Background: an optimization exercise with open tools, aiming at small area. Do not read the settings as production practice. RTL that was checked went through simulation tests only; none was proved equivalent to the original. Only the layout flow was run in runs 1 to 4 and 6; the RTL was not checked for function there. No activity file was given, so power comes from the tool's default toggle rates.

===== flow/design.v =====
module cpu # (
	parameter	ADDR_WIDTH = 12,
	parameter 	REG_WIDTH = 16
	)(
	input  wire	clk,
	input  wire	rst,
	input  wire	[15:0] data_mem2cpu,
	output wire	[15:0] data_cpu2mem,
	output wire	[ADDR_WIDTH-1:0] addr_cpu2mem,
	output wire	mem_en,
	output wire	mem_rd_en,
	output wire	mem_wr_en
	);
	localparam [3:0] C_NULL  = 4'd0;
	localparam [3:0] C_ADDSP = 4'd1;
	localparam [3:0] C_SUBSP = 4'd2;
	localparam [3:0] C_MOVS  = 4'd3;
	localparam [3:0] C_MOV   = 4'd4;
	localparam [3:0] C_ADDS  = 4'd5;
	localparam [3:0] C_LDRPC = 4'd6;
	localparam [3:0] C_LDR   = 4'd7;
	localparam [3:0] C_STR   = 4'd8;
	localparam [3:0] C_BN    = 4'd9;
	localparam [3:0] C_CMP   = 4'd10;
	localparam [3:0] C_BLEN  = 4'd11;
	localparam [1:0] E_NULL = 2'b00;
	localparam [1:0] E_WR   = 2'b01;
	localparam [1:0] E_LD   = 2'b11;
	localparam [1:0] E_ST   = 2'b10;
	wire [15:0] din = {data_mem2cpu[7:0], data_mem2cpu[15:8]};
	reg  [2:0]  cnt;
	reg  [15:1] pc;
	reg  [15:1] f_pcp;		 
	reg  [15:0] f_alu;
	reg         f_m2r;		 
	reg  [3:0]  f_wa;
	reg         f_we;
	reg  [3:0]  c_op;
	reg  [10:0] wq;
	reg         fv;			 
	reg         dR;			 
	reg         d_we;		 
	reg  [15:0] r_res;
	reg         r_take;
	reg  [3:0]  r_wa;
	reg  [1:0]  r_cls;
	reg  [15:0] rd2;
	reg  [15:0] alu;
	reg         tb;			 
	reg  [15:0] e_wd;
	reg  [3:0]  e_wa;
	reg  [1:0]  e_cls;
	reg  [15:0] rf0, rf1, rf2, rf3, rf4, rf5, rf6, rf7;
	reg  [15:0] rf8, rf9, rf10, rf11, rf12, rf13, rf14;
	wire        cnt4  = (cnt == 3'd4);
	wire [15:1] pcinc = pc + 15'd1;
	always @(posedge clk) begin
		if (rst || cnt4 || tb) cnt <= 3'd0;
		else                   cnt <= cnt + 3'd1;
		if (rst)       pc <= 15'd0;
		else if (tb)   pc <= alu[15:1];
		else if (cnt4) pc <= pcinc;
		f_pcp <= pcinc;
		f_alu <= alu;
		f_m2r <= (e_cls == E_LD);
		f_wa  <= e_wa;
		f_we  <= e_cls[0];
	end
	assign addr_cpu2mem = e_cls[1] ? {1'b0, alu[11:1]} : {1'b0, pc[11:1]};
	assign data_cpu2mem = {e_wd[7:0], e_wd[15:8]};
	assign mem_en       = 1'b1;
	assign mem_wr_en    = (e_cls == E_ST);
	assign mem_rd_en    = ~mem_wr_en;
	wire        fetch = (cnt == 3'd1) && !f_m2r;
	reg  [3:0]  cls;
	always @(*) begin
		casez (din[15:10])
			6'b10101?: cls = C_ADDSP;
			6'b101100: cls = C_SUBSP;
			6'b00100?: cls = C_MOVS;
			6'b010001: cls = C_MOV;
			6'b000111: cls = C_ADDS;
			6'b01001?: cls = C_LDRPC;
			6'b01101?: cls = C_LDR;
			6'b01100?: cls = C_STR;
			6'b11100?: cls = C_BN;
			6'b00101?: cls = C_CMP;
			6'b110111: cls = C_BLEN;
			default:   cls = C_NULL;
		endcase
	end
	always @(posedge clk) begin
		c_op <= fetch ? cls : C_NULL;
		wq   <= din[10:0];
		fv   <= fetch;
		dR   <= rst;
		d_we <= rst ? 1'b0 : f_we;
	end
	wire [15:0] wd  = f_m2r ? din : f_alu;
	wire [15:0] wdz = wd & {16{~rst}};		 
	wire [15:0] wd1 = {wdz[15:1], wd[0] | rst};	 
	wire [15:0] wda = {wdz[15:8], wd[7] | rst, wdz[6], wd[5] | rst, wdz[4:0]};	 
	wire [14:0] wsel;
	genvar gi;
	generate for (gi = 0; gi < 15; gi = gi + 1) begin : g_we
		assign wsel[gi] = rst | (f_we & (f_wa == gi));
	end endgenerate
	always @(posedge clk) begin
		if (wsel[0])  rf0  <= wdz;
		if (wsel[1])  rf1  <= wdz;
		if (wsel[2])  rf2  <= wd1;
		if (wsel[3])  rf3  <= wd1;
		if (wsel[4])  rf4  <= wdz;
		if (wsel[5])  rf5  <= wdz;
		if (wsel[6])  rf6  <= wdz;
		if (wsel[7])  rf7  <= wdz;
		if (wsel[8])  rf8  <= wdz;
		if (wsel[9])  rf9  <= wdz;
		if (wsel[10]) rf10 <= wdz;
		if (wsel[11]) rf11 <= wdz;
		if (wsel[12]) rf12 <= wdz;
		if (wsel[13]) rf13 <= wda;
		if (wsel[14]) rf14 <= wdz;
	end
	wire        c_mov = (c_op == C_MOV);
	wire [10:0] d_imm = (dR || !fv) ? 11'd0 : wq;
	wire [15:1] pcp   = dR ? 15'd0 : f_pcp;
	wire        c_sp  = (c_op == C_ADDSP) || (c_op == C_SUBSP);
	wire [2:0]  a1 = (c_op == C_CMP) ? wq[10:8] : d_imm[5:3];
	wire [15:0] lo1 = (rf0 & {16{a1 == 3'd0}}) | (rf1 & {16{a1 == 3'd1}}) | (rf2 & {16{a1 == 3'd2}}) | (rf3 & {16{a1 == 3'd3}})
	                | (rf4 & {16{a1 == 3'd4}}) | (rf5 & {16{a1 == 3'd5}}) | (rf6 & {16{a1 == 3'd6}}) | (rf7 & {16{a1 == 3'd7}});
	wire        ge = (lo1[7:0] >= d_imm[7:0]);	 
	wire [3:0]  a2 = c_mov ? d_imm[6:3] : {1'b0, d_imm[2:0]};
	wire [255:0] rfa = {{pcp,1'b0}, rf14, rf13, rf12, rf11, rf10, rf9, rf8, rf7, rf6, rf5, rf4, rf3, rf2, rf1, rf0};
	reg  [15:0] v2;
	integer k;
	always @(*) begin
		v2 = 16'd0;
		for (k = 0; k < 16; k = k + 1)
			v2 = v2 | (rfa[k*16 +: 16] & {16{a2 == k}});
	end
	wire [10:0] b = d_imm;
	wire ldpc_c = b[1] | (b[3] & ~b[0]);
	reg  [15:0] opa, opb;
	reg         cin;
	always @(*) begin
		opa = lo1; opb = 16'd0; cin = 1'b0;
		case (c_op)
			C_ADDSP: begin opa = rf13; opb = {6'd0, b[7:0], 2'b00}; end
			C_SUBSP: begin opa = rf13; opb = ~{9'd0, b[4:0], 2'b00}; cin = 1'b1; end
			C_MOVS:  begin opa = 16'd0; opb = {8'd0, b[7:0]}; end
			C_MOV:   begin opa = 16'd0; opb = v2; end
			C_ADDS:  opb = {13'd0, b[8:6]};
			C_LDRPC: begin opa = {pcp, 1'b0}; opb = {6'd0, b[7:0], ldpc_c, 1'b0}; end
			C_LDR, C_STR: opb = {9'd0, b[10:6], 2'b00};
			C_BN:    begin opa = {pcp, 1'b0}; opb = {4'd0, b[10:0], 1'b1}; cin = 1'b1; end
			C_BLEN:  begin opa = {pcp, 1'b0}; opb = {7'h7f, b[7:0], 1'b1}; cin = 1'b1; end
			C_CMP:   begin opa = {pcp, 1'b0}; opb = 16'd1; cin = 1'b1; end
			default: ;
		endcase
	end
	wire [15:0] sum  = opa + opb + {15'd0, cin};
	wire        take = (c_op == C_BN) || (c_op == C_BLEN) || ((c_op == C_CMP) && ge);
	reg [3:0] wa_n;
	always @(*) begin
		case (c_op)
			C_ADDSP, C_MOVS, C_LDRPC: wa_n = {1'b0, d_imm[10:8]};
			C_SUBSP:                  wa_n = 4'd13;
			C_MOV:                    wa_n = {wq[7], wq[2:0]};
			default:                  wa_n = {1'b0, d_imm[2:0]};
		endcase
	end
	reg [1:0] ecls_n;
	always @(*) begin
		case (c_op)
			C_ADDSP, C_SUBSP, C_MOVS, C_MOV, C_ADDS: ecls_n = E_WR;
			C_LDRPC, C_LDR: ecls_n = E_LD;
			C_STR:          ecls_n = E_ST;
			default:        ecls_n = E_NULL;
		endcase
	end
	always @(posedge clk) begin
		if (rst || !d_we) rd2 <= v2 & {16{~rst}};	 
		r_res <= sum;
		r_take <= rst ? 1'b0 : take;
		r_wa  <= wa_n;
		r_cls <= rst ? E_NULL : ecls_n;
	end
	always @(posedge clk) begin
		alu   <= r_res;
		tb    <= rst ? 1'b0 : r_take;
		e_wd  <= rst ? 16'd0 : rd2;
		e_wa  <= r_wa;
		e_cls <= rst ? E_NULL : r_cls;
	end
endmodule

===== flow/flow/run.sh =====
#!/bin/bash
# Own layout flow: the standard flow (standard.sh) with
#  - port buffers: the smallest buffer cell
#  - clock tree: large sink clusters driven by clkbuf_16, no dummy loads
# Each make run's full output goes to a log file in the work folder.
set -euo pipefail
W=$(pwd)
cat > "$W/area_synth.tcl" <<EOF
proc abc {args} {
  set out {}
  set skip 0
  foreach a \$args {
    if {\$skip} {
      set skip 0
      if {[string match *retime* \$a]} { lappend out -script \$a } else { lappend out -script $W/flow/area.abc }
      continue
    }
    if {\$a eq "-script"} { set skip 1; continue }
    lappend out \$a
  }
  yosys abc {*}\$out
}
source $W/synth_recipe.tcl
EOF
sed "s#SYNTH_SCRIPT=[^ ]*#SYNTH_SCRIPT=$W/area_synth.tcl#" "$W/standard.sh" > "$W/area_standard.sh"
grep -q "SYNTH_SCRIPT=$W/area_synth.tcl" "$W/area_standard.sh"
export BUFFER_PORTS_ARGS="-buffer_cell sky130_fd_sc_hd__buf_1"
export CTS_ARGS="-sink_clustering_enable -repair_clock_nets -dont_use_dummy_load -sink_clustering_size 30 -sink_clustering_max_diameter 100 -buf_list sky130_fd_sc_hd__clkbuf_16"
bash "$W/area_standard.sh" > "$W/flow_make.log" 2>&1

===== flow/flow/area.abc =====
strash
&get -n
&fraig -x
&put
scorr
dc2
strash
&get -n
&dch -f
&nf -R 1000
&put

===== flow/standard.sh =====
#!/bin/bash
# synth_recipe.tcl (not shown) runs the flow's synth.tcl, then flattens the netlist and writes it again
# the make line also repeats each setting of config.mk as NAME=value (left out here)
make -C /OpenROAD-flow-scripts/flow DESIGN_CONFIG=/design/flow/config.mk WORK_HOME=/design/flow/orfs CLKGATE_MAP_FILE= SYNTH_SCRIPT=/design/flow/synth_recipe.tcl "${@:-finish}"

===== flow/config.mk =====
export PLATFORM = sky130hd
export DESIGN_NAME = cpu
export DESIGN_NICKNAME = cpu
export VERILOG_FILES = /design/flow/design.v
export SDC_FILE = /design/flow/constraint.sdc
export NUM_CORES = 4
export LEC_CHECK = 0
export CAP_MARGIN = 20
export CORE_MARGIN = 2
export CORE_UTILIZATION = 55
export PLACE_DENSITY = 0.7
export SLEW_MARGIN = 20

===== flow/constraint.sdc =====
create_clock -name core_clock -period 7.0 [get_ports {clk}]
set_input_delay 1.4000 -clock core_clock [delete_from_list [all_inputs] [get_ports {clk}]]
set_output_delay 1.4000 -clock core_clock [all_outputs]
set_load 0.01 [all_outputs]

==> results of run 1 <==
cells in the final DEF (no fill, tap or decap), drive strengths merged, types with 16 or more instances in the layout:
master and instances:
a21oi 34, a221oi 18, a222oi 93, a22oi 40, buf 91, clkbuf 17, clkinv 21, dfxtp 135
edfxtp 256, ha 25, mux2i 16, nand2 95, nand3 40, nor2 109, nor2b 35, o21ai 28
o21bai 21, xnor2 19
power by group:
part           total, mW  internal, mW  switching (mW)
clock network       1.10         0.440           0.656
logic              0.588         0.173           0.415
registers           3.05          2.88           0.170
total               4.73          3.49            1.24
per-layer routing:
layer  share of wire (%)  wire (um)  GRT usage (%)  vias to the layer above
li1                    -          -              -                     4789
met1                  38      18100           45.7                     5416
met2                  45      21300           50.8                      906
met3                  12       5830           6.57                      166
met4                 5.0       2400           13.0                        0
met5                   0          0              0                        -
worst max path at each step:
stage | startpoint | end | slack, ns | depth (start not counted)
after detailed placement | c_op[2]$_SDFF_PN0_ | r_res[15]$_DFF_P_ | 1.06 | 27
final | c_op[2]$_SDFF_PN0_ | r_res[15]$_DFF_P_ | 0.90 | 27
after floorplan | dR$_DFF_P_ | r_res[14]$_DFF_P_ | 1.05 | 27
after CTS | c_op[2]$_SDFF_PN0_ | r_res[15]$_DFF_P_ | 1.05 | 27
after global routing | c_op[1]$_SDFF_PN0_ | r_res[15]$_DFF_P_ | 0.25 | 26
after global placement | c_op[2]$_SDFF_PN0_ | r_res[15]$_DFF_P_ | 1.23 | 27
logic make-up (layout without fill, tap and decap cells):
kind of cell / Yosys count / in the layout / share of synthesized area (%)
AND/OR/NAND/NOR: 353 / 353 / 10.8
AO/OA/AOI/OAI: 298 / 298 / 15.3
buffers and inverters: 23 / 129 / 0.611
XOR/XNOR: 26 / 26 / 1.48
flip-flops: 391 / 391 / 67.7
adder cells (fa/ha/maj): 27 / 27 / 2.30
multiplexers: 26 / 26 / 1.78
other: 2 / 2 / 0.0489
cell type report:
type / instances / area [um^2] / area share (%)
multi-input cells: 732 / 4930 / 29.3
well taps: 378 / 473 / 2.81
repair buffers: 91 / 512 / 3.04
flip-flops and latches: 391 / 10400 / 61.8
inverters: 21 / 78.8 / 0.469
clock buffers: 17 / 425 / 2.53
worst register-to-register path: cells and delay by family (launching register included):
| family | cells | cell delay (ns) |
|---|---|---|
| XOR/XNOR | 1 | 0.09 |
| AND/OR/NAND/NOR | 7 | 1.70 |
| adder cells (fa/ha/maj) | 1 | 0.46 |
| AO/OA/AOI/OAI | 17 | 3.05 |
| buffers and inverters | 1 | 0.25 |
| flip-flops | 1 | 0.47 |
through the flow:
stage / cells / instance area, um^2 / utilization (%) / power, mW / setup slack, ns
after floorplan: 1146 / 15300 / - / 3.35 / 1.05
after global placement: 1613 / 16400 / 59.3 / 3.65 / 1.23
after detailed placement: 1613 / 16400 / 59.3 / 3.66 / 1.06
after CTS: 1630 / 16800 / 60.8 / 4.72 / 1.05
after global routing: 1630 / 16800 / 60.9 / 4.88 / 0.246
final: 1630 / 16800 / 60.9 / 4.73 / 0.905
==> flow_metrics.env, run 1 <==
export IMPL_syn_avg_cell_area_um2=13.4
export IMPL_postSynthRegisterBits=391
export IMPL_hold_depth=0
export IMPL_die_area_um2=29300
export IMPL_leakage_nw=6.05
export IMPL_drv_cap=0
export IMPL_grt_max_degree=48
export IMPL_htreeDepth=1
export IMPL_period_minus_slack_ns=6.10
export IMPL_path_delay_family="compound AO/OA/AOI/OAI gates"
export IMPL_synth_edff_count=256
export IMPL_num_rows=61
export IMPL_finalMaxSlewViolations=0
export IMPL_routedWlPerCell_um=29.2
export IMPL_critPathBufInv=1
export IMPL_synthesis_nets=1191
export IMPL_drt_iter0_markers=2218
export IMPL_clock_path_buffers=3
export IMPL_peakVddDrop_uv=295
export IMPL_remaining_drc_errors=0
export IMPL_netlist_instances=1146
export IMPL_relSlewSlack_pct=18.2
export IMPL_fin_nets=1299
export IMPL_async_reset_ff_share_pct=0
export IMPL_min_path_type="reg -> reg"
export IMPL_ctsResizeCount=0
export IMPL_n_fill_cell=2211
export IMPL_fin_skew_ns=0.0668
export IMPL_timing_rr_end="r_res[15]$_DFF_P_"
export IMPL_grt_pass1_vias=10563
export IMPL_post_dp_hpwl_um=31400
export IMPL_status="no timing/DRC/antenna violations"
export IMPL_tightest_slew_ns=1.22
export IMPL_vias_per_cell=6.92
export IMPL_final_period_utilization_pct=87.1
export IMPL_pin_count=49
export IMPL_worstPathMaxFanout=16
export IMPL_cts_tree="done"
export IMPL_synth_area_top_cells="edfxtp_1 50%, dfxtp_1 18%, a222oi_1 6.1%, nor2_1 2.7%, nand2_1 2.3%"
export IMPL_reg2reg_depth=27
export IMPL_synth_most_common_cell="edfxtp_1"
export IMPL_die_h_um=171
export IMPL_start_util_pct=55.6
export IMPL_rsz0062_at_grt="no"
export IMPL_synthFlopType="edfxtp_1"
export IMPL_cts_setup_buffers=0
export IMPL_area_growth_pct=9.54
export IMPL_grt_total_usage_pct=32.8
export IMPL_clk_pin_slew_worst_paths_ns=0.12
export IMPL_end_kind="register"
export IMPL_whs_ns=0.330
export IMPL_grt_pass1_wl_um=69200
export IMPL_grt_overflow=0
export IMPL_core_area_um2=27600
export IMPL_critPathLaunchType="register"
export IMPL_fin_tns_setup_ns=0
export IMPL_power_density_nw_per_um2=281
export IMPL_critPathKind="reg -> reg"
export IMPL_worstHoldStart="e_wa[0]$_DFF_P_"
export IMPL_root_buffer="clkbuf_16"
export IMPL_cts_buffers=17
export IMPL_ys_seq_area_share_pct=67.7
export IMPL_hold_end="f_wa[0]$_DFF_P_"
export IMPL_port_buffers=46
export IMPL_cts_sinks=391
export IMPL_drive_gt1_share_pct=6.55
export IMPL_synth_top_area_share_pct=50.1
export IMPL_place_congestion=1.01
export IMPL_fmax_mhz=164
export IMPL_yosys_top_cells_count="256 x edfxtp_1, 135 x dfxtp_1, 109 x nor2_1"
export IMPL_setup_violations=0
export IMPL_antenna_found_initial=0
export IMPL_hold_viol_final=0
export IMPL_via_count=11277
export IMPL_clk_latency_ns=0.54
export IMPL_max_stage_delay_ns=0.47
export IMPL_r2r_slack_ns=0.90
export IMPL_yosysWarnings=1
export IMPL_hold_buffers=0
export IMPL_num_antenna_cells=0
export IMPL_regToRegStartpoint="c_op[2]$_SDFF_PN0_"
export IMPL_ys_types=50
export IMPL_crit_required_ns=7.43
export IMPL_die_w_um=171
export IMPL_synth_top_area_cell="edfxtp_1"
export IMPL_crit_slowest_cell="dfxtp_1"
export IMPL_first_pass_iters=12
export IMPL_synth_area_um2=15300
export IMPL_drtAntennaViolNets=0
export IMPL_drt_total_wl_um=47600
export IMPL_cp_common_cell="a21oi_1"
export IMPL_arrival_ns=6.52
==> inputs of run 2 (changes only) <==
--- a/flow/design.v
+++ b/flow/design.v
@@ -13,14 +13,14 @@
 	);
-	localparam [3:0] C_NULL  = 4'd0;
-	localparam [3:0] C_ADDSP = 4'd1;
-	localparam [3:0] C_SUBSP = 4'd2;
-	localparam [3:0] C_MOVS  = 4'd3;
-	localparam [3:0] C_MOV   = 4'd4;
-	localparam [3:0] C_ADDS  = 4'd5;
-	localparam [3:0] C_LDRPC = 4'd6;
-	localparam [3:0] C_LDR   = 4'd7;
-	localparam [3:0] C_STR   = 4'd8;
-	localparam [3:0] C_BN    = 4'd9;
-	localparam [3:0] C_CMP   = 4'd10;
-	localparam [3:0] C_BLEN  = 4'd11;
+	localparam [3:0] C_NULL  = 4'b0000;
+	localparam [3:0] C_MOVS  = 4'b0001;
+	localparam [3:0] C_MOV   = 4'b0010;
+	localparam [3:0] C_ADDS  = 4'b0100;
+	localparam [3:0] C_LDR   = 4'b0101;
+	localparam [3:0] C_STR   = 4'b0110;
+	localparam [3:0] C_ADDSP = 4'b1000;
+	localparam [3:0] C_SUBSP = 4'b1001;
+	localparam [3:0] C_LDRPC = 4'b1100;
+	localparam [3:0] C_BN    = 4'b1101;
+	localparam [3:0] C_BLEN  = 4'b1110;
+	localparam [3:0] C_CMP   = 4'b1111;
 	localparam [1:0] E_NULL = 2'b00;
@@ -143,17 +143,18 @@
 	wire ldpc_c = b[1] | (b[3] & ~b[0]);
-	reg  [15:0] opa, opb;
+	reg  [15:0] opb;
+	wire [15:0] opa = c_op[3] ? (c_op[2] ? {pcp, 1'b0} : rf13) : (c_op[2] ? lo1 : 16'd0);
 	reg         cin;
 	always @(*) begin
-		opa = lo1; opb = 16'd0; cin = 1'b0;
+		opb = 16'd0; cin = 1'b0;
 		case (c_op)
-			C_ADDSP: begin opa = rf13; opb = {6'd0, b[7:0], 2'b00}; end
-			C_SUBSP: begin opa = rf13; opb = ~{9'd0, b[4:0], 2'b00}; cin = 1'b1; end
-			C_MOVS:  begin opa = 16'd0; opb = {8'd0, b[7:0]}; end
-			C_MOV:   begin opa = 16'd0; opb = v2; end
+			C_ADDSP: begin opb = {6'd0, b[7:0], 2'b00}; end
+			C_SUBSP: begin opb = ~{9'd0, b[4:0], 2'b00}; cin = 1'b1; end
+			C_MOVS:  begin opb = {8'd0, b[7:0]}; end
+			C_MOV:   begin opb = v2; end
 			C_ADDS:  opb = {13'd0, b[8:6]};
-			C_LDRPC: begin opa = {pcp, 1'b0}; opb = {6'd0, b[7:0], ldpc_c, 1'b0}; end
+			C_LDRPC: begin opb = {6'd0, b[7:0], ldpc_c, 1'b0}; end
 			C_LDR, C_STR: opb = {9'd0, b[10:6], 2'b00};
-			C_BN:    begin opa = {pcp, 1'b0}; opb = {4'd0, b[10:0], 1'b1}; cin = 1'b1; end
-			C_BLEN:  begin opa = {pcp, 1'b0}; opb = {7'h7f, b[7:0], 1'b1}; cin = 1'b1; end
-			C_CMP:   begin opa = {pcp, 1'b0}; opb = 16'd1; cin = 1'b1; end
+			C_BN:    begin opb = {4'd0, b[10:0], 1'b1}; cin = 1'b1; end
+			C_BLEN:  begin opb = {7'h7f, b[7:0], 1'b1}; cin = 1'b1; end
+			C_CMP:   begin opb = 16'd1; cin = 1'b1; end
 			default: ;
--- a/flow/flow/run.sh
+++ b/flow/flow/run.sh
@@ -27,3 +27,3 @@
 export BUFFER_PORTS_ARGS="-buffer_cell sky130_fd_sc_hd__buf_1"
-export CTS_ARGS="-sink_clustering_enable -repair_clock_nets -dont_use_dummy_load -sink_clustering_size 30 -sink_clustering_max_diameter 100 -buf_list sky130_fd_sc_hd__clkbuf_16"
+export CTS_ARGS="-sink_clustering_enable -repair_clock_nets -dont_use_dummy_load -sink_clustering_size 24 -sink_clustering_max_diameter 80 -buf_list sky130_fd_sc_hd__clkbuf_16"
 bash "$W/area_standard.sh" > "$W/flow_make.log" 2>&1
==> run 2 against run 1 <==
  * Power down 8.4%
  * Combinational power down about 30%
  * Register-to-register slack worse by 0.20 ns
  * Maximum frequency down 3.1%
  * Die area about the same
  * Worst hold slack better by 0.0017 ns
  * Sequential cell count unchanged
  * Final cell count about the same
  * Sequential share of layout area down 0.20 points
  * Largest cell class unchanged
==> flow_metrics.env, run 2 <==
export IMPL_fin_skew_ns=0.0467
export IMPL_antenna_found_initial=1
export IMPL_synth_area_um2=15300
export IMPL_start_util_pct=55.5
export IMPL_yosys_top_cells_count="256 x edfxtp_1, 135 x dfxtp_1, 121 x nor2_1"
export IMPL_post_dp_hpwl_um=31100
export IMPL_drt_iter0_markers=2150
export IMPL_swShare_pct=24.3
export IMPL_clk_latency_ns=0.55
export IMPL_clockPowerShare_pct=27.4
export IMPL_finalMaxSlewViolations=0
export IMPL_synth_compound_area_share_pct=15.2
export IMPL_synth_area_top_cells="edfxtp_1 50%, dfxtp_1 18%, a222oi_1 6.7%, nor2_1 3.0%, ha_1 2.3%"
export IMPL_via_count=11113
export IMPL_grt_pass1_vias=10620
export IMPL_layout_cells_non_filler=1629
export IMPL_synth_top_area_share_pct=50.1
export IMPL_synth_most_common_cell="edfxtp_1"
export IMPL_cp_common_cell="a21o_1"
export IMPL_place_congestion=1.01
export IMPL_ctsResizeCount=0
export IMPL_setup_violations=0
export IMPL_synthSimpleGateAreaFrac_pct=10.7
export IMPL_final_period_utilization_pct=89.9
export IMPL_postSynthRegisterBits=391
export IMPL_ys_types=47
export IMPL_peakVddDrop_uv=257
export IMPL_status="no timing/DRC/antenna violations"
export IMPL_port_buffers=46
export IMPL_cts_sinks=391
export IMPL_synthXorXnorAreaFrac_pct=1.48
export IMPL_hold_buffers=0
export IMPL_vias_per_cell=6.82
export IMPL_drv_cap=0
export IMPL_final_cell_mix="256 x edfxtp_1, 134 x dfxtp_1, 120 x nor2_1"
export IMPL_htreeDepth=1
export IMPL_cts_tree="done"
export IMPL_synth_edff_count=256
export IMPL_root_buffer="clkbuf_16"
export IMPL_fin_nets=1299
export IMPL_comb_power_share_pct=9.5
export IMPL_post_route_util_pct=61.1
export IMPL_drt_total_wl_um=46600
export IMPL_place_area_um2=16300
export IMPL_crit_slowest_cell="nor2_1"
export IMPL_grt_max_degree=47
export IMPL_drive_gt1_share_pct=6.41
export IMPL_fmax_mhz=159
export IMPL_die_w_um=171
export IMPL_end_kind="register"
export IMPL_async_reset_ff_share_pct=0
export IMPL_worstPathMaxFanout=10
export IMPL_hold_viol_final=0
export IMPL_cts_buffers=20
export IMPL_grt_overflow=0
export IMPL_core_area_um2=27600
export IMPL_remaining_drc_errors=0
export IMPL_tightest_slew_ns=1.23
export IMPL_grt_total_usage_pct=31.9
export IMPL_syn_avg_cell_area_um2=13.4
export IMPL_netlist_instances=1143
export IMPL_layout_commonest_cell="edfxtp_1"
export IMPL_relSlewSlack_pct=17.5
export IMPL_pin_count=49
export IMPL_stdcell_area_um2=16900
export IMPL_period_minus_slack_ns=6.29
export IMPL_crit_required_ns=7.47
export IMPL_yosysWarnings=1
export IMPL_area_growth_pct=9.97
export IMPL_multi_input_area_um2=4950
export IMPL_min_path_type="reg -> reg"
export IMPL_n_fill_cell=2186
export IMPL_max_stage_delay_ns=0.97
export IMPL_synthFlopType="edfxtp_1"
export IMPL_synth_mux_area_share_pct=1.78
export IMPL_clk_pin_slew_worst_paths_ns=0.10
export IMPL_drtAntennaViolNets=0
export IMPL_fin_tns_setup_ns=0
export IMPL_synth_adder_area_share_pct=2.54
export IMPL_die_area_um2=29200
export IMPL_die_h_um=171
export IMPL_p_sw_mw=1.06
export IMPL_clock_path_buffers=3
export IMPL_leakage_nw=6.16
export IMPL_power_density_nw_per_um2=257
export IMPL_synth_top_family_by_area="compound AO/OA/AOI/OAI gates"
export IMPL_synth_top_area_cell="edfxtp_1"
export IMPL_critPathKind="reg -> reg"
export IMPL_grt_pass1_wl_um=67600
export IMPL_regArea_um2=10400
export IMPL_p_int_mw=3.28
export IMPL_rsz0062_at_grt="no"
export IMPL_synthesis_nets=1191
export IMPL_power_frac_seq_pct=63.1
export IMPL_critPathLaunchType="register"
export IMPL_ys_seq_area_share_pct=67.7
export IMPL_first_pass_iters=11
export IMPL_dp_cells=1606
export IMPL_cts_setup_buffers=0
export IMPL_arrival_ns=6.76
export IMPL_routedWlPerCell_um=28.6
export IMPL_num_rows=61
## run 2: path summary, 6_finish.rpt
check	slack (ns)	endpoint	cells after the start	start
max	0.71	r_res[15]$_DFF_P_	27	c_op[0]$_SDFF_PN0_
min	0.33	alu[6]$_DFF_P_	0	r_res[6]$_DFF_P_
max reg2reg	0.71	r_res[15]$_DFF_P_	27	c_op[0]$_SDFF_PN0_
min reg2reg	0.33	alu[6]$_DFF_P_	0	r_res[6]$_DFF_P_
## run 2: stage by stage
| step | setup WS [ns] | total power [mW] | hold slack (ns) |
|---|---|---|---|
| after floorplan | 1.26 | 2.97 | 0.310 |
| after global placement | 1.08 | 3.17 | 0.310 |
| after detailed placement | 0.963 | 3.18 | 0.312 |
| after CTS | 0.919 | 4.34 | 0.331 |
| after global routing | 0.450 | 4.46 | 0.337 |
| final | 0.709 | 4.33 | 0.331 |
## run 2: cell families (layout without fill, tap and decap cells)
logic type | after synthesis | in the layout
buf+inv | 17 | 123
compound gates | 299 | 299
fa+ha+maj | 30 | 30
simple gates | 352 | 352
flops | 391 | 391
mux | 26 | 26
xor+xnor | 26 | 26
other cells | 2 | 4
## run 2: power by group through the flow
stage	Clock (mW)	Sequential, mW	Combinational (mW)
2_1_floorplan	0	2.75	0.221
3_3_place_gp	0	2.78	0.393
3_5_place_dp	0	2.78	0.397
4_1_cts	1.21	2.73	0.399
5_1_grt	1.27	2.75	0.440
6_report	1.19	2.73	0.414
## run 2: cell type report
class / count / share of cell area (%)
Antenna cell: 2 / 0.0297
Clock buffer: 20 / 2.97
Inverter: 15 / 0.334
Multi-Input combinational cell: 735 / 29.3
Sequential cell: 391 / 61.6
Tap cell: 378 / 2.80
Timing Repair Buffer: 88 / 2.92
## run 2: per-layer routing
metal  GRT usage (%)  up-vias  routed length [um]
met5               0        -                   0
met4            14.4        0                2290
li1                -     4783                   -
met3            5.41      145                5950
met2            48.8      834               20700
met1            45.0     5351               17600
## run 2: critical path, delay by kind of cell, from the launching register on
kind | cells | cell delay (ns)
adder cells (fa/ha/maj) | 2 | 0.50
AO/OA/AOI/OAI | 13 | 2.43
buffers and inverters | 1 | 0.11
flip-flops | 1 | 0.39
AND/OR/NAND/NOR | 10 | 2.64
XOR/XNOR | 1 | 0.13
==> inputs of run 3 (changes only) <==
--- a/flow/config.mk
+++ b/flow/config.mk
@@ -7,3 +7,3 @@
 export LEC_CHECK = 0
-export CAP_MARGIN = 20
+export CAP_MARGIN = 0
 export CORE_MARGIN = 2
@@ -11,2 +11,2 @@
 export PLACE_DENSITY = 0.7
-export SLEW_MARGIN = 20
+export SLEW_MARGIN = 0
==> run 3 against run 2 <==
  * Worst hold slack got worse by 0.0010 ns
  * Critical path type unchanged
  * Area after synthesis did not move
  * Critical path depth unchanged
  * Largest power group unchanged
  * Clock power barely moved
==> flow_metrics.env, run 3 <==
export IMPL_post_dp_hpwl_um=31000
export IMPL_syn_avg_cell_area_um2=13.4
export IMPL_postSynthRegisterBits=391
export IMPL_synth_most_common_cell="edfxtp_1"
export IMPL_synth_top_area_cell="edfxtp_1"
export IMPL_fin_tns_setup_ns=0
export IMPL_layout_commonest_cell="edfxtp_1"
export IMPL_hold_viol_final=0
export IMPL_leakage_nw=6.16
export IMPL_place_congestion=1.01
export IMPL_area_growth_pct=9.80
export IMPL_max_stage_delay_ns=0.60
export IMPL_cts_tree="done"
export IMPL_cp_common_cell="a21o_1"
export IMPL_synth_area_um2=15300
export IMPL_crit_required_ns=7.47
export IMPL_relSlewSlack_pct=8.03
export IMPL_cts_buffers=20
export IMPL_drt_iter0_markers=2248
export IMPL_synth_area_top_cells="edfxtp_1 50%, dfxtp_1 18%, a222oi_1 6.7%, nor2_1 3.0%, ha_1 2.3%"
export IMPL_yosys_top_cells_count="256 x edfxtp_1, 135 x dfxtp_1, 121 x nor2_1"
export IMPL_p_int_mw=3.28
export IMPL_swShare_pct=24.4
export IMPL_fin_skew_ns=0.0540
export IMPL_peakVddDrop_uv=196
export IMPL_yosysWarnings=1
export IMPL_critPathKind="reg -> reg"
export IMPL_finalMaxSlewViolations=0
export IMPL_pin_count=49
export IMPL_path_delay_family="compound AO/OA/AOI/OAI gates"
export IMPL_via_count=11164
export IMPL_cts_setup_buffers=0
export IMPL_dp_cells=1606
export IMPL_post_place_ws_ns=0.989
export IMPL_arrival_ns=6.73
export IMPL_grt_pass1_wl_um=67800
export IMPL_routedWlPerCell_um=28.5
export IMPL_clk_pin_slew_worst_paths_ns=0.09
export IMPL_synth_top_area_share_pct=50.1
export IMPL_hold_buffers=0
export IMPL_comb_power_share_pct=9.5
export IMPL_die_w_um=171
export IMPL_final_period_utilization_pct=89.4
export IMPL_synthFlopType="edfxtp_1"
export IMPL_num_rows=61
export IMPL_clockPowerShare_pct=27.4
export IMPL_start_util_pct=55.5
export IMPL_grt_max_degree=47
export IMPL_antenna_found_initial=1
export IMPL_die_area_um2=29200
export IMPL_synth_edff_count=256
export IMPL_clk_latency_ns=0.55
export IMPL_critPathLaunchType="register"
export IMPL_async_reset_ff_share_pct=0
export IMPL_ctsResizeCount=0
export IMPL_setup_violations=0
export IMPL_power_density_nw_per_um2=257
export IMPL_first_pass_iters=8
export IMPL_end_kind="register"
export IMPL_post_route_util_pct=61.0
export IMPL_core_area_um2=27600
export IMPL_drt_total_wl_um=46400
export IMPL_final_cell_mix="256 x edfxtp_1, 135 x dfxtp_1, 121 x nor2_1"
export IMPL_grt_pass1_vias=10567
export IMPL_drive_gt1_share_pct=6.17
export IMPL_power_frac_seq_pct=63.1
export IMPL_drtAntennaViolNets=0
export IMPL_clock_path_buffers=3
export IMPL_p_sw_mw=1.06
export IMPL_root_buffer="clkbuf_16"
export IMPL_remaining_drc_errors=0
export IMPL_critPathBufInv=2
export IMPL_ys_seq_area_share_pct=67.7
export IMPL_fin_nets=1298
export IMPL_netlist_instances=1143
export IMPL_drv_cap=0
export IMPL_layout_cells_non_filler=1627
export IMPL_grt_total_usage_pct=31.9
export IMPL_min_path_type="reg -> reg"
export IMPL_cts_sinks=391
export IMPL_status="no timing/DRC/antenna violations"
export IMPL_ys_types=47
export IMPL_period_minus_slack_ns=6.26
export IMPL_synthesis_nets=1191
export IMPL_tightest_slew_ns=1.38
export IMPL_port_buffers=46
export IMPL_grt_overflow=0
export IMPL_crit_slowest_cell="nor3_1"
export IMPL_fmax_mhz=160
export IMPL_whs_ns=0.330
export IMPL_rsz0062_at_grt="no"
export IMPL_die_h_um=171
export IMPL_htreeDepth=1
export IMPL_worstPathMaxFanout=15
export IMPL_layout_setup_ws_ns=0.740
export IMPL_vias_per_cell=6.86
==> run 3: cell counts after synthesis <==
No cell type changed its count.
==> run 3: metrics by stage <==
step	total power, mW	area, um^2
finish	4.33	16800
floorplan	2.97	15300
global route	4.47	16800
detailed placement	3.18	16300
CTS	4.33	16800
global placement	3.17	16300
==> run 3: final timing paths <==
path                      start                 to  slack [ns]  depth (start not counted)
max          c_op[0]$_SDFF_PN0_  r_res[15]$_DFF_P_        0.74                         27
min            r_res[0]$_DFF_P_     alu[0]$_DFF_P_        0.33                          0
min reg2reg    r_res[0]$_DFF_P_     alu[0]$_DFF_P_        0.33                          0
max reg2reg  c_op[0]$_SDFF_PN0_  r_res[15]$_DFF_P_        0.74                         27
==> run 3: worst reg2reg max path, delay by kind of cell, from the launching register on <==
family,cells,cell delay (ns)
buf+inv,2,0.32
flops,1,0.35
xor+xnor,1,0.14
compound gates,14,2.77
simple gates,8,2.03
fa+ha+maj,2,0.59
==> run 3: power by group through the flow <==
stage / sequential, mW / combinational (mW) / clock (mW)
final: 2.74 / 0.410 / 1.19
after global routing: 2.75 / 0.437 / 1.28
after CTS: 2.73 / 0.398 / 1.20
after detailed placement: 2.78 / 0.396 / 0
after global placement: 2.78 / 0.393 / 0
after floorplan: 2.75 / 0.221 / 0
==> run 3: metal layers <==
layer / vias to the layer above / routed length, um / GRT usage (%)
met5: - / 0 / 0
met4: 0 / 2670 / 14.3
met3: 187 / 5620 / 5.04
met2: 866 / 20400 / 48.9
met1: 5318 / 17700 / 45.2
li1: 4793 / - / -
==> run 3: cells by family (layout without fill, tap and decap cells) <==
group	Yosys count	after routing	synth area share [%]
flip-flops	391	391	67.7
buffers and inverters	17	122	0.465
other	2	3	0.0490
adder cells (fa/ha/maj)	30	30	2.54
XOR/XNOR	26	26	1.48
AO/OA/AOI/OAI	299	299	15.2
multiplexers	26	26	1.78
AND/OR/NAND/NOR	352	352	10.7
==> run 3: layout make-up <==
| type | count | area [um^2] |
|---|---|---|
| flip-flops and latches | 391 | 10400 |
| diodes | 1 | 2.50 |
| clock buffers | 20 | 500 |
| fillers | 2205 | 10800 |
| multi-input cells | 735 | 4940 |
| inverters | 15 | 56.3 |
| repair buffers | 87 | 482 |
| well taps | 378 | 473 |
==> inputs of run 4 (changes only) <==
--- a/flow/design.v
+++ b/flow/design.v
@@ -47,6 +47,4 @@
 	reg  [15:0] rd2;
-	reg  [15:0] alu;
 	reg         tb;			 
 	reg  [15:0] e_wd;
-	reg  [3:0]  e_wa;
 	reg  [1:0]  e_cls;
@@ -60,11 +58,11 @@
 		if (rst)       pc <= 15'd0;
-		else if (tb)   pc <= alu[15:1];
+		else if (tb)   pc <= r_res[15:1];
 		else if (cnt4) pc <= pcinc;
 		f_pcp <= pcinc;
-		f_alu <= alu;
+		f_alu <= r_res;
 		f_m2r <= (e_cls == E_LD);
-		f_wa  <= e_wa;
+		f_wa  <= r_wa;
 		f_we  <= e_cls[0];
 	end
-	assign addr_cpu2mem = e_cls[1] ? {1'b0, alu[11:1]} : {1'b0, pc[11:1]};
+	assign addr_cpu2mem = e_cls[1] ? {1'b0, r_res[11:1]} : {1'b0, pc[11:1]};
 	assign data_cpu2mem = {e_wd[7:0], e_wd[15:8]};
@@ -184,5 +182,7 @@
 		if (rst || !d_we) rd2 <= v2 & {16{~rst}};	 
-		r_res <= sum;
+		if (c_op != C_NULL) begin
+			r_res <= sum;
+			r_wa  <= wa_n;
+		end
 		r_take <= rst ? 1'b0 : take;
-		r_wa  <= wa_n;
 		r_cls <= rst ? E_NULL : ecls_n;
@@ -190,6 +190,4 @@
 	always @(posedge clk) begin
-		alu   <= r_res;
 		tb    <= rst ? 1'b0 : r_take;
-		e_wd  <= rst ? 16'd0 : rd2;
-		e_wa  <= r_wa;
+		e_wd  <= rd2;	 
 		e_cls <= rst ? E_NULL : r_cls;
==> flow/flow/area.abc (replaced) <==
strash
dc2
dc2
&get -n
&deepsyn -T 60
&put
&get -n
&dch -f
&nf -R 1000
&put
==> run 4 against run 3 <==
  * Via count fell by 3.9%
  * Core utilization is 0.082 points higher
  * Non-clock buffer count increased by 4
  * Count of clock-buffer cells in the layout did not move
  * Final cell count decreased by 7.6%
  * Sequential share of layout area up 0.60 points
  * Cell area down 2.9%
  * Setup slack improved by 0.014 ns
  * Die area down 2.9%
  * Clock power about the same
  * Sequential power down 5%
  * Critical path depth grew 2
==> flow_metrics.env, run 4 <==
export IMPL_cp_common_cell="a21o_1"
export IMPL_fmax_mhz=160
export IMPL_endpoint="r_res[15]$_DFFE_PP_"
export IMPL_port_buffers=46
export IMPL_regToRegStartpoint="c_op[0]$_SDFF_PN0_"
export IMPL_vias_per_cell=7.14
export IMPL_ctsResizeCount=0
export IMPL_synth_most_common_cell="edfxtp_1"
export IMPL_drtAntennaViolNets=0
export IMPL_fin_nets=1212
export IMPL_start_util_pct=55.5
export IMPL_cts_sinks=371
export IMPL_peakVddDrop_uv=175
export IMPL_netlist_instances=1053
export IMPL_yosysWarnings=1
export IMPL_power_density_nw_per_um2=250
export IMPL_grt_max_degree=29
export IMPL_drive_gt1_share_pct=6.45
export IMPL_area_growth_pct=9.90
export IMPL_status="no timing/DRC/antenna violations"
export IMPL_clock_path_buffers=3
export IMPL_power_frac_seq_pct=63.6
export IMPL_syn_avg_cell_area_um2=14.1
export IMPL_layout_setup_ws_ns=0.754
export IMPL_synth_area_top_cells="edfxtp_1 56%, dfxtp_1 13%, a222oi_1 6.8%, ha_1 2.4%, nor2_1 1.9%"
export IMPL_grt_pass1_vias=10304
export IMPL_final_period_utilization_pct=89.2
export IMPL_synthFlopType="edfxtp_1"
export IMPL_p_sw_mw=0.964
export IMPL_drt_met1_wl_um=18200
export IMPL_final_cell_mix="276 x edfxtp_1, 101 x a222oi_1, 95 x dfxtp_1"
export IMPL_remaining_drc_errors=0
export IMPL_total_power_mw=4.09
export IMPL_wl_met3_um=4680
export IMPL_num_antenna_cells=0
export IMPL_crit_slowest_cell="dfxtp_1"
export IMPL_n_fill_cell=2049
export IMPL_synth_top_area_share_pct=55.7
export IMPL_htreeDepth=1
export IMPL_die_area_um2=28400
export IMPL_post_dp_hpwl_um=31300
export IMPL_rsz0062_at_grt="no"
export IMPL_postSynthRegisterBits=371
export IMPL_pin_count=49
export IMPL_arrival_ns=6.56
export IMPL_multi_input_area_um2=4620
export IMPL_core_area_um2=26800
export IMPL_grt_pass1_wl_um=68100
export IMPL_grt_overflow=0
export IMPL_place_area_um2=15900
export IMPL_ys_types=48
export IMPL_place_congestion=0.948
export IMPL_antenna_found_initial=1
export IMPL_max_stage_delay_ns=0.39
export IMPL_timing_rr_end="r_res[15]$_DFFE_PP_"
export IMPL_yosys_top_cells_count="276 x edfxtp_1, 101 x a222oi_1, 95 x dfxtp_1"
export IMPL_swShare_pct=23.6
export IMPL_cts_tree="done"
export IMPL_critPathLaunchType="register"
export IMPL_finalMaxSlewViolations=0
export IMPL_clk_pin_slew_worst_paths_ns=0.09
export IMPL_critPathKind="reg -> reg"
export IMPL_r2r_slack_ns=0.75
export IMPL_ys_seq_area_share_pct=68.4
export IMPL_p_int_mw=3.12
export IMPL_die_w_um=169
export IMPL_synth_top_area_cell="edfxtp_1"
export IMPL_root_buffer="clkbuf_16"
export IMPL_cts_setup_buffers=0
export IMPL_fin_skew_ns=0.0885
export IMPL_cts_buffers=20
export IMPL_end_kind="register"
export IMPL_synth_edff_count=276
export IMPL_layout_commonest_cell="edfxtp_1"
export IMPL_leakage_nw=6.13
export IMPL_crit_required_ns=7.31
export IMPL_startpoint="c_op[0]$_SDFF_PN0_"
export IMPL_tightest_slew_ns=1.21
export IMPL_via_count=10726
export IMPL_fin_tns_setup_ns=0
export IMPL_comb_power_share_pct=7.9
export IMPL_drt_total_wl_um=46400
export IMPL_drv_cap=0
export IMPL_clockPowerShare_pct=28.5
export IMPL_grt_total_usage_pct=32.8
export IMPL_setup_violations=0
export IMPL_synth_area_um2=14900
export IMPL_reg2reg_depth=29
export IMPL_stdcell_area_um2=16400
export IMPL_routedWlPerCell_um=30.9
export IMPL_post_place_ws_ns=0.863
export IMPL_clk_latency_ns=0.56
export IMPL_async_reset_ff_share_pct=0
export IMPL_wl_met2_um=21100
export IMPL_min_path_type="reg -> reg"
export IMPL_top_layer="met5"
export IMPL_period_minus_slack_ns=6.25
export IMPL_regArea_um2=10200
export IMPL_worstPathMaxFanout=15
export IMPL_die_h_um=169
export IMPL_hold_viol_final=0
export IMPL_relSlewSlack_pct=19.3
export IMPL_first_pass_iters=10
export IMPL_hold_buffers=0
export IMPL_num_rows=60
export IMPL_synthesis_nets=1101
export IMPL_drt_iter0_markers=1984
==> run 4: cell count changes after synthesis, moves of 12 or more <==
| cell | previous run | this run |
|---|---|---|
| dfxtp_1 | 135 | 95 |
| mux2i_1 | 16 | 2 |
| a21oi_1 | 45 | 27 |
| nand4_1 | 16 | 4 |
| a221oi_1 | 11 | 24 |
| clkinv_1 | 15 | 30 |
| nor2_1 | 121 | 74 |
| a22o_1 | 5 | 29 |
| nor3_1 | 24 | 7 |
| nor2b_1 | 36 | 15 |
| edfxtp_1 | 256 | 276 |
==> run 4: final cells by class <==
class,instances,area share [%]
multi-input combinational,650,28.2
inverter,30,0.688
clock buffer,20,3.06
sequential,371,62.3
timing repair buffer,91,3.12
tap,341,2.61
==> run 4: worst min path at each step <==
stage	start	end	slack (ns)	cells past startpoint
after floorplan	rd2[0]$_DFFE_PP_	e_wd[0]$_DFF_P_	0.32	0
after global placement	rd2[0]$_DFFE_PP_	e_wd[0]$_DFF_P_	0.32	0
after detailed placement	rd2[13]$_DFFE_PP_	e_wd[13]$_DFF_P_	0.33	0
after CTS	rd2[8]$_DFFE_PP_	e_wd[8]$_DFF_P_	0.35	0
after global routing	rd2[10]$_DFFE_PP_	e_wd[10]$_DFF_P_	0.35	0
final	rd2[10]$_DFFE_PP_	e_wd[10]$_DFF_P_	0.35	0
==> run 4: through the flow <==
| stage | util [%] | instances | hold slack (ns) |
|---|---|---|---|
| floorplan | - | 1053 | 0.323 |
| global placement | 59.2 | 1483 | 0.324 |
| detailed placement | 59.2 | 1483 | 0.328 |
| CTS | 61.0 | 1503 | 0.346 |
| global route | 61.0 | 1503 | 0.355 |
| finish | 61.0 | 1503 | 0.345 |
==> run 4: cells by family after synthesis <==
kind of cell,after synthesis,synth area share (%)
muxes,12,0.891
AOI/OAI and AO/OA,316,17.3
buffers and inverters,32,0.857
other,2,0.0504
DFF,371,68.4
xor gates and xnor gates,22,1.29
and+or+nand+nor,268,8.56
adders and majority gates,30,2.62
==> run 4: critical path: cells and delay by family, from the launching register on <==
family	cells	cell delay [ns]
compound gates	15	2.96
xor+xnor	1	0.10
fa+ha+maj	2	0.50
buf+inv	2	0.34
flops	1	0.39
mux	1	0.34
simple gates	8	1.41
==> run 4: metal layers <==
layer | up-vias | track usage [%]
met5 | - | 0
met2 | 748 | 51.0
met4 | 2 | 16.2
met1 | 5276 | 46.1
met3 | 137 | 4.42
li1 | 4563 | -
==> run 4: power by group through the flow <==
stage                     Sequential [mW]  Clock [mW]  Combinational (mW)
after floorplan                      2.62           0               0.173
after global placement               2.64           0               0.312
after detailed placement             2.65           0               0.315
after CTS                            2.60        1.17               0.317
after global routing                 2.61        1.25               0.345
final                                2.60        1.17               0.323
==> inputs of run 5 (changes only) <==
--- a/flow/design.v
+++ b/flow/design.v
@@ -191,3 +191,3 @@
 		tb    <= rst ? 1'b0 : r_take;
-		e_wd  <= rd2;	 
+		e_wd  <= rst ? 16'd0 : rd2;
 		e_cls <= rst ? E_NULL : r_cls;
==> flow/flow/area.abc (replaced) <==
strash
&get -n
&fraig -x
&put
scorr
dc2
strash
&get -n
&dch -f
&nf -R 1000
&put
==> run 5 against run 4 <==
  * Still clean
  * Via count is 3.3% higher
  * Die area rose by 1.7%
  * Setup slack gained 0.054 ns
  * Worst hold slack better by 0.0064 ns
  * Power increased by 1.2%
  * Critical path depth shrank 4
  * Cell area up 1.4%
  * Area after synthesis is 1.7% higher
  * Combinational power up 17%
  * Register-to-register slack gained 0.05 ns
  * Count of clock-buffer cells in the layout shrank 1
  * Final cell count up 4.3%
  * Largest power group unchanged
  * Highest routed layer is now met4
==> flow_metrics.env, run 5 <==
export IMPL_end_kind="register"
export IMPL_cts_setup_buffers=0
export IMPL_synth_top_area_cell="edfxtp_1"
export IMPL_rsz0062_at_grt="no"
export IMPL_max_stage_delay_ns=0.50
export IMPL_antenna_found_initial=0
export IMPL_synth_compound_area_share_pct=15.5
export IMPL_die_area_um2=28900
export IMPL_post_route_util_pct=61.4
export IMPL_fmax_mhz=161
export IMPL_yosys_top_cells_count="276 x edfxtp_1, 122 x nor2_1, 98 x a222oi_1"
export IMPL_ys_seq_area_share_pct=67.3
export IMPL_cts_sinks=371
export IMPL_critPathKind="reg -> reg"
export IMPL_final_cell_mix="276 x edfxtp_1, 122 x nor2_1, 98 x a222oi_1"
export IMPL_root_buffer="clkbuf_16"
export IMPL_area_growth_pct=9.51
export IMPL_routedWlPerCell_um=29.6
export IMPL_grt_pass1_wl_um=68000
export IMPL_drt_total_wl_um=46400
export IMPL_peakVddDrop_uv=250
export IMPL_crit_slowest_cell="nor2b_2"
export IMPL_drive_gt1_share_pct=6.20
export IMPL_power_frac_seq_pct=63.5
export IMPL_p_sw_mw=1.00
export IMPL_grt_pass1_vias=10333
export IMPL_clk_pin_slew_worst_paths_ns=0.09
export IMPL_synth_adder_area_share_pct=2.64
export IMPL_grt_total_usage_pct=32.4
export IMPL_arrival_ns=6.45
export IMPL_clk_latency_ns=0.55
export IMPL_yosysWarnings=1
export IMPL_critPathBufInv=0
export IMPL_comb_power_share_pct=9.1
export IMPL_critPathLaunchType="register"
export IMPL_stdcell_area_um2=16600
export IMPL_fin_nets=1276
export IMPL_synth_area_top_cells="edfxtp_1 55%, dfxtp_1 13%, a222oi_1 6.5%, nor2_1 3.0%, ha_1 2.3%"
export IMPL_n_fill_cell=2100
export IMPL_synth_area_um2=15100
export IMPL_ys_types=50
export IMPL_regArea_um2=10200
export IMPL_hold_buffers=0
export IMPL_p_int_mw=3.14
export IMPL_period_minus_slack_ns=6.19
export IMPL_dp_cells=1548
export IMPL_multi_input_area_um2=4920
export IMPL_synth_edff_count=276
export IMPL_synth_mux_area_share_pct=1.80
export IMPL_clock_path_buffers=3
export IMPL_final_period_utilization_pct=88.5
export IMPL_hold_viol_final=0
export IMPL_grt_overflow=0
export IMPL_async_reset_ff_share_pct=0
export IMPL_port_buffers=46
export IMPL_cts_tree="done"
export IMPL_drt_iter0_markers=2327
export IMPL_htreeDepth=1
export IMPL_die_h_um=170
export IMPL_synthesis_nets=1166
export IMPL_place_area_um2=16100
export IMPL_relSlewSlack_pct=15.4
export IMPL_core_area_um2=27000
export IMPL_syn_avg_cell_area_um2=13.5
export IMPL_grt_max_degree=41
export IMPL_tightest_slew_ns=1.27
export IMPL_layout_cells_non_filler=1567
export IMPL_num_rows=60
export IMPL_drv_cap=0
export IMPL_cts_buffers=19
export IMPL_post_dp_hpwl_um=31000
export IMPL_pin_count=49
export IMPL_drtAntennaViolNets=0
export IMPL_min_path_type="reg -> reg"
export IMPL_total_power_mw=4.14
export IMPL_first_pass_iters=14
export IMPL_vias_per_cell=7.07
export IMPL_layout_commonest_cell="edfxtp_1"
export IMPL_synth_top_area_share_pct=54.7
export IMPL_finalMaxSlewViolations=0
export IMPL_cp_common_cell="a21o_1"
export IMPL_synthFlopType="edfxtp_1"
export IMPL_netlist_instances=1118
export IMPL_worstPathMaxFanout=15
export IMPL_place_congestion=0.985
export IMPL_remaining_drc_errors=0
export IMPL_clockPowerShare_pct=27.4
export IMPL_num_antenna_cells=0
export IMPL_synth_most_common_cell="edfxtp_1"
export IMPL_postSynthRegisterBits=371
export IMPL_leakage_nw=6.00
export IMPL_status="no timing/DRC/antenna violations"
export IMPL_synthSimpleGateAreaFrac_pct=10.7
export IMPL_swShare_pct=24.2
export IMPL_die_w_um=170
export IMPL_setup_violations=0
export IMPL_fin_tns_setup_ns=0
export IMPL_path_delay_family="compound AO/OA/AOI/OAI gates"
export IMPL_crit_required_ns=7.26
export IMPL_fin_skew_ns=0.0563
export IMPL_via_count=11078
export IMPL_start_util_pct=56.0
export IMPL_synth_top_family_by_area="compound AO/OA/AOI/OAI gates"
export IMPL_power_density_nw_per_um2=250
export IMPL_synthXorXnorAreaFrac_pct=1.50
[run 5: changes by cell type after synthesis, moves of 14 or more]
cell / before / now
mux2i_1: 2 / 16
nand3_1: 43 / 25
clkinv_1: 30 / 16
nor2b_1: 15 / 38
a22o_1: 29 / 6
nand2_1: 69 / 83
nand4_1: 4 / 20
a21oi_1: 27 / 41
nor2_1: 74 / 122
[run 5: kinds of logic after synthesis]
group,Yosys count
XOR/XNOR,26
multiplexers,26
flip-flops,371
AND/OR/NAND/NOR,344
AO/OA/AOI/OAI,300
adder cells (fa/ha/maj),31
buffers and inverters,18
other,2
[run 5: power groups by stage]
stage          clock network (mW)  logic (mW)  registers (mW)
3_5_place_dp                    0       0.366            2.67
6_report                     1.13       0.378            2.63
4_1_cts                      1.15       0.367            2.62
3_3_place_gp                    0       0.362            2.67
5_1_grt                      1.22       0.402            2.64
2_1_floorplan                   0       0.200            2.64
[run 5: worst paths after layout]
check / slack [ns] / from / depth (start not counted) / endpoint
setup / recovery: 0.81 / dR$_DFF_P_ / 25 / r_res[15]$_DFFE_PP_
hold / removal: 0.35 / r_wa[0]$_DFFE_PP_ / 0 / f_wa[0]$_DFF_P_
setup reg to reg: 0.81 / dR$_DFF_P_ / 25 / r_res[15]$_DFFE_PP_
hold reg to reg: 0.35 / r_wa[0]$_DFFE_PP_ / 0 / f_wa[0]$_DFF_P_
[run 5: worst reg2reg max path: cells and delay by family (launching register included)]
kind,cells,cell delay [ns]
simple gates,9,1.84
xor+xnor,1,0.10
fa+ha+maj,1,0.30
flops,1,0.43
compound gates,14,3.23
[run 5: cell type report]
| class | instances | area share [%] |
|---|---|---|
| Tap cell | 341 | 2.57 |
| Inverter | 16 | 0.362 |
| Timing Repair Buffer | 91 | 3.09 |
| Multi-Input combinational cell | 729 | 29.7 |
| Clock buffer | 19 | 2.87 |
| Sequential cell | 371 | 61.5 |
[run 5: per-stage QoR]
step / setup WS (ns) / hold slack (ns)
after global routing: 0.359 / 0.365
after detailed placement: 0.691 / 0.334
after floorplan: 1.35 / 0.323
after global placement: 0.833 / 0.326
after CTS: 0.622 / 0.355
final: 0.808 / 0.352
[run 5: routing by layer]
| layer | vias to the layer above | wire length, um | track usage [%] |
|---|---|---|---|
| li1 | 4736 | - | - |
| met1 | 5338 | 18000 | 47.2 |
| met2 | 862 | 20600 | 49.3 |
| met3 | 142 | 5580 | 5.14 |
| met4 | 0 | 2210 | 12.6 |
| met5 | - | 0 | 0 |
[run 5: timing repair]
item / CTS / global route
setup endpoints to repair: 0 / 1
endpoints found under the hold margin: 0 / 0
resized for setup: 0 / 1
==> inputs of run 6 (changes only) <==
--- a/flow/design.v
+++ b/flow/design.v
@@ -191,3 +191,3 @@
 		tb    <= rst ? 1'b0 : r_take;
-		e_wd  <= rst ? 16'd0 : rd2;
+		e_wd  <= rd2;	 
 		e_cls <= rst ? E_NULL : r_cls;
--- a/flow/flow/run.sh
+++ b/flow/flow/run.sh
@@ -27,3 +27,3 @@
 export BUFFER_PORTS_ARGS="-buffer_cell sky130_fd_sc_hd__buf_1"
-export CTS_ARGS="-sink_clustering_enable -repair_clock_nets -dont_use_dummy_load -sink_clustering_size 24 -sink_clustering_max_diameter 80 -buf_list sky130_fd_sc_hd__clkbuf_16"
+export CTS_ARGS="-sink_clustering_enable -repair_clock_nets -dont_use_dummy_load -sink_clustering_size 16 -sink_clustering_max_diameter 60 -buf_list sky130_fd_sc_hd__clkbuf_8"
 bash "$W/area_standard.sh" > "$W/flow_make.log" 2>&1
==> flow/flow/area.abc (replaced) <==
strash
dc2
dc2
&get -n
&deepsyn -T 60
&put
&get -n
&dch -f
&nf -R 1000
&put
==> run 6 against run 5 <==
  * Still clean
  * Final cell count fell by 3.4%
  * Die area fell by 1.6%
  * Via count fell by 3.2%
  * Global-route usage rose by 0.26 points
  * Non-clock buffer count did not move
  * Clock power fell by 9.7%
  * Sequential share of layout area rose by 1.2 points
  * Area after synthesis fell by 1.7%
  * Maximum frequency barely moved
  * Wire length rose by 0.17%
  * Setup slack got worse by 0.0018 ns
  * Power fell by 4.6%
  * Critical endpoint unchanged
==> flow_metrics.env, run 6 <==
export IMPL_finalMaxSlewViolations=0
export IMPL_cts_buffers=30
export IMPL_drtAntennaViolNets=0
export IMPL_syn_avg_cell_area_um2=14.1
export IMPL_synthSimpleGateAreaFrac_pct=8.56
export IMPL_yosysWarnings=1
export IMPL_cts_tree="done"
export IMPL_dp_cells=1483
export IMPL_status="no timing/DRC/antenna violations"
export IMPL_crit_required_ns=7.36
export IMPL_clk_pin_slew_worst_paths_ns=0.09
export IMPL_postSynthRegisterBits=371
export IMPL_layout_setup_ws_ns=0.806
export IMPL_power_density_nw_per_um2=243
export IMPL_synth_compound_area_share_pct=17.3
export IMPL_cts_sinks=371
export IMPL_via_count=10721
export IMPL_synthFlopType="edfxtp_1"
export IMPL_cts_setup_buffers=0
export IMPL_grt_max_degree=29
export IMPL_grt_use_met1_pct=45.8
export IMPL_fin_tns_setup_ns=0
export IMPL_synth_top_family_by_area="compound AO/OA/AOI/OAI gates"
export IMPL_synth_top_area_share_pct=55.7
export IMPL_synth_adder_area_share_pct=2.62
export IMPL_netlist_instances=1053
export IMPL_p_int_mw=2.99
export IMPL_p_sw_mw=0.952
export IMPL_synthXorXnorAreaFrac_pct=1.29
export IMPL_synth_area_um2=14900
export IMPL_fin_nets=1222
export IMPL_comb_power_share_pct=8.2
export IMPL_crit_slowest_cell="dfxtp_1"
export IMPL_num_rows=60
export IMPL_routedWlPerCell_um=30.7
export IMPL_ys_types=48
export IMPL_place_area_um2=15900
export IMPL_fin_skew_ns=0.0750
export IMPL_ys_seq_area_share_pct=68.4
export IMPL_clk_latency_ns=0.62
export IMPL_reg2reg_depth=29
export IMPL_critPathLaunchType="register"
export IMPL_layout_cells_non_filler=1513
export IMPL_synthesis_nets=1101
export IMPL_total_power_mw=3.95
export IMPL_root_buffer="clkbuf_8"
export IMPL_pin_count=49
export IMPL_synth_top_area_cell="edfxtp_1"
export IMPL_end_kind="register"
export IMPL_synth_edff_count=276
export IMPL_power_frac_seq_pct=65.9
export IMPL_drive_gt1_share_pct=7.25
export IMPL_drv_cap=0
export IMPL_leakage_nw=6.10
export IMPL_swShare_pct=24.1
export IMPL_place_congestion=0.948
export IMPL_clock_path_buffers=3
export IMPL_num_antenna_cells=0
export IMPL_stdcell_area_um2=16300
export IMPL_final_cell_mix="276 x edfxtp_1, 101 x a222oi_1, 95 x dfxtp_1"
export IMPL_grt_total_usage_pct=32.7
export IMPL_clockPowerShare_pct=25.9
export IMPL_synth_mux_area_share_pct=0.891
export IMPL_whs_ns=0.328
export IMPL_critPathKind="reg -> reg"
export IMPL_grt_met3_usage_pct=4.70
export IMPL_async_reset_ff_share_pct=0
export IMPL_grt_busiest_layer="met2"
export IMPL_max_stage_delay_ns=0.38
export IMPL_post_place_ws_ns=0.863
export IMPL_tightest_slew_ns=1.18
export IMPL_drt_iter0_markers=1976
export IMPL_fmax_mhz=161
export IMPL_setup_violations=0
export IMPL_synth_most_common_cell="edfxtp_1"
export IMPL_post_dp_hpwl_um=31300
export IMPL_hold_buffers=0
export IMPL_first_pass_iters=9
export IMPL_yosys_top_cells_count="276 x edfxtp_1, 101 x a222oi_1, 95 x dfxtp_1"
export IMPL_hold_viol_final=0
export IMPL_remaining_drc_errors=0
export IMPL_peakVddDrop_uv=180
export IMPL_drt_total_wl_um=46500
export IMPL_use_met2_pct=50.9
export IMPL_start_util_pct=55.5
export IMPL_area_growth_pct=9.31
export IMPL_arrival_ns=6.56
export IMPL_post_route_util_pct=60.7
export IMPL_hold_depth=0
export IMPL_grt_overflow=0
export IMPL_vias_per_cell=7.09
export IMPL_period_minus_slack_ns=6.19
export IMPL_cp_common_cell="a21o_1"
export IMPL_layout_commonest_cell="edfxtp_1"
export IMPL_grt_pass1_vias=10337
export IMPL_final_period_utilization_pct=88.5
export IMPL_antenna_found_initial=0
export IMPL_die_w_um=169
export IMPL_htreeDepth=1
export IMPL_core_area_um2=26800
export IMPL_synth_area_top_cells="edfxtp_1 56%, dfxtp_1 13%, a222oi_1 6.8%, ha_1 2.4%, nor2_1 1.9%"
export IMPL_die_h_um=169
export IMPL_grt_pass1_wl_um=67900
export IMPL_port_buffers=46
export IMPL_rsz0062_at_grt="no"
export IMPL_relSlewSlack_pct=21.2
export IMPL_min_path_type="reg -> reg"
export IMPL_worstPathMaxFanout=15
export IMPL_die_area_um2=28400
export IMPL_ctsResizeCount=0
run 6: area by class of cell:
class                           instances  area (um^2)
Multi-Input combinational cell        650         4620
Inverter                               30          113
Sequential cell                       371        10200
Tap cell                              341          427
Timing Repair Buffer                   91          510
Fill cell                            2077        10500
Clock buffer                           30          413
run 6: power groups by stage:
stage / Combinational, mW / Sequential, mW / Clock [mW]
2_1_floorplan: 0.173 / 2.62 / 0
3_3_place_gp: 0.312 / 2.64 / 0
3_5_place_dp: 0.315 / 2.65 / 0
4_1_cts: 0.317 / 2.60 / 1.04
5_1_grt: 0.345 / 2.61 / 1.11
6_report: 0.324 / 2.60 / 1.02
run 6: final timing paths:
check                                   startpoint  slack [ns]                  end
worst min-delay path             rd2[12]$_DFFE_PP_        0.33     e_wd[12]$_DFF_P_
worst max-delay path            c_op[0]$_SDFF_PN0_        0.81  r_res[15]$_DFFE_PP_
worst max register to register  c_op[0]$_SDFF_PN0_        0.81  r_res[15]$_DFFE_PP_
worst min register to register   rd2[12]$_DFFE_PP_        0.33     e_wd[12]$_DFF_P_
run 6: kinds of logic after synthesis:
family / after synthesis
other: 2
buffers and inverters: 32
muxes: 12
DFF: 371
AOI/OAI and AO/OA: 316
xor gates and xnor gates: 22
and+or+nand+nor: 268
adders and majority gates: 30
run 6: per-layer routing:
metal / vias to the layer above / routed length (um)
met1: 5220 / 17900
met5: - / 0
li1: 4572 / -
met3: 145 / 5020
met2: 784 / 20900
met4: 0 / 2680
run 6: worst max-delay path: cells and delay by family, from the launching register on:
family | cells | cell delay [ns]
multiplexers | 1 | 0.34
flip-flops | 1 | 0.38
adder cells (fa/ha/maj) | 2 | 0.51
AO/OA/AOI/OAI | 15 | 2.94
AND/OR/NAND/NOR | 8 | 1.36
XOR/XNOR | 1 | 0.09
buffers and inverters | 2 | 0.34

static timing again, ports no longer ideal:
In the flow no input, the clock included, has a driving cell. The finished layouts below were timed again as built, in two steps.
Step 1 sets driving cells, clkbuf_16 on the clock port and buf_2 on the other inputs (assumed; they add their load-dependent delay and slew).
Step 2, shift: input delay + t, output delay - t, t = (earliest + latest rising clock arrival at the registers) / 2. This alone moves slack from input paths to output paths.
Slacks: ideal / step 1 / step 2; pairs: ideal / step 1.
| run | t, ns | slack for setup (ns) | worst register clock-pin slew, ns | worst slew at a driven data input, ns |
|---|---|---|---|---|
| run 1 | 0.552 | 0.905 / 0.905 / 0.905 | 0.12 / 0.12 | 0.04 |
| run 2 | 0.573 | 0.709 / 0.709 / 0.709 | 0.10 / 0.10 | 0.04 |
| run 3 | 0.577 | 0.740 / 0.740 / 0.740 | 0.10 / 0.10 | 0.04 |
| run 4 | 0.573 | 0.754 / 0.754 / 0.754 | 0.09 / 0.09 | 0.03 |
| run 5 | 0.578 | 0.808 / 0.808 / 0.808 | 0.10 / 0.10 | 0.04 |
| run 6 | 0.631 | 0.806 / 0.806 / 0.806 | 0.10 / 0.10 | 0.03 |
After both steps setup and hold are still met in every run listed.
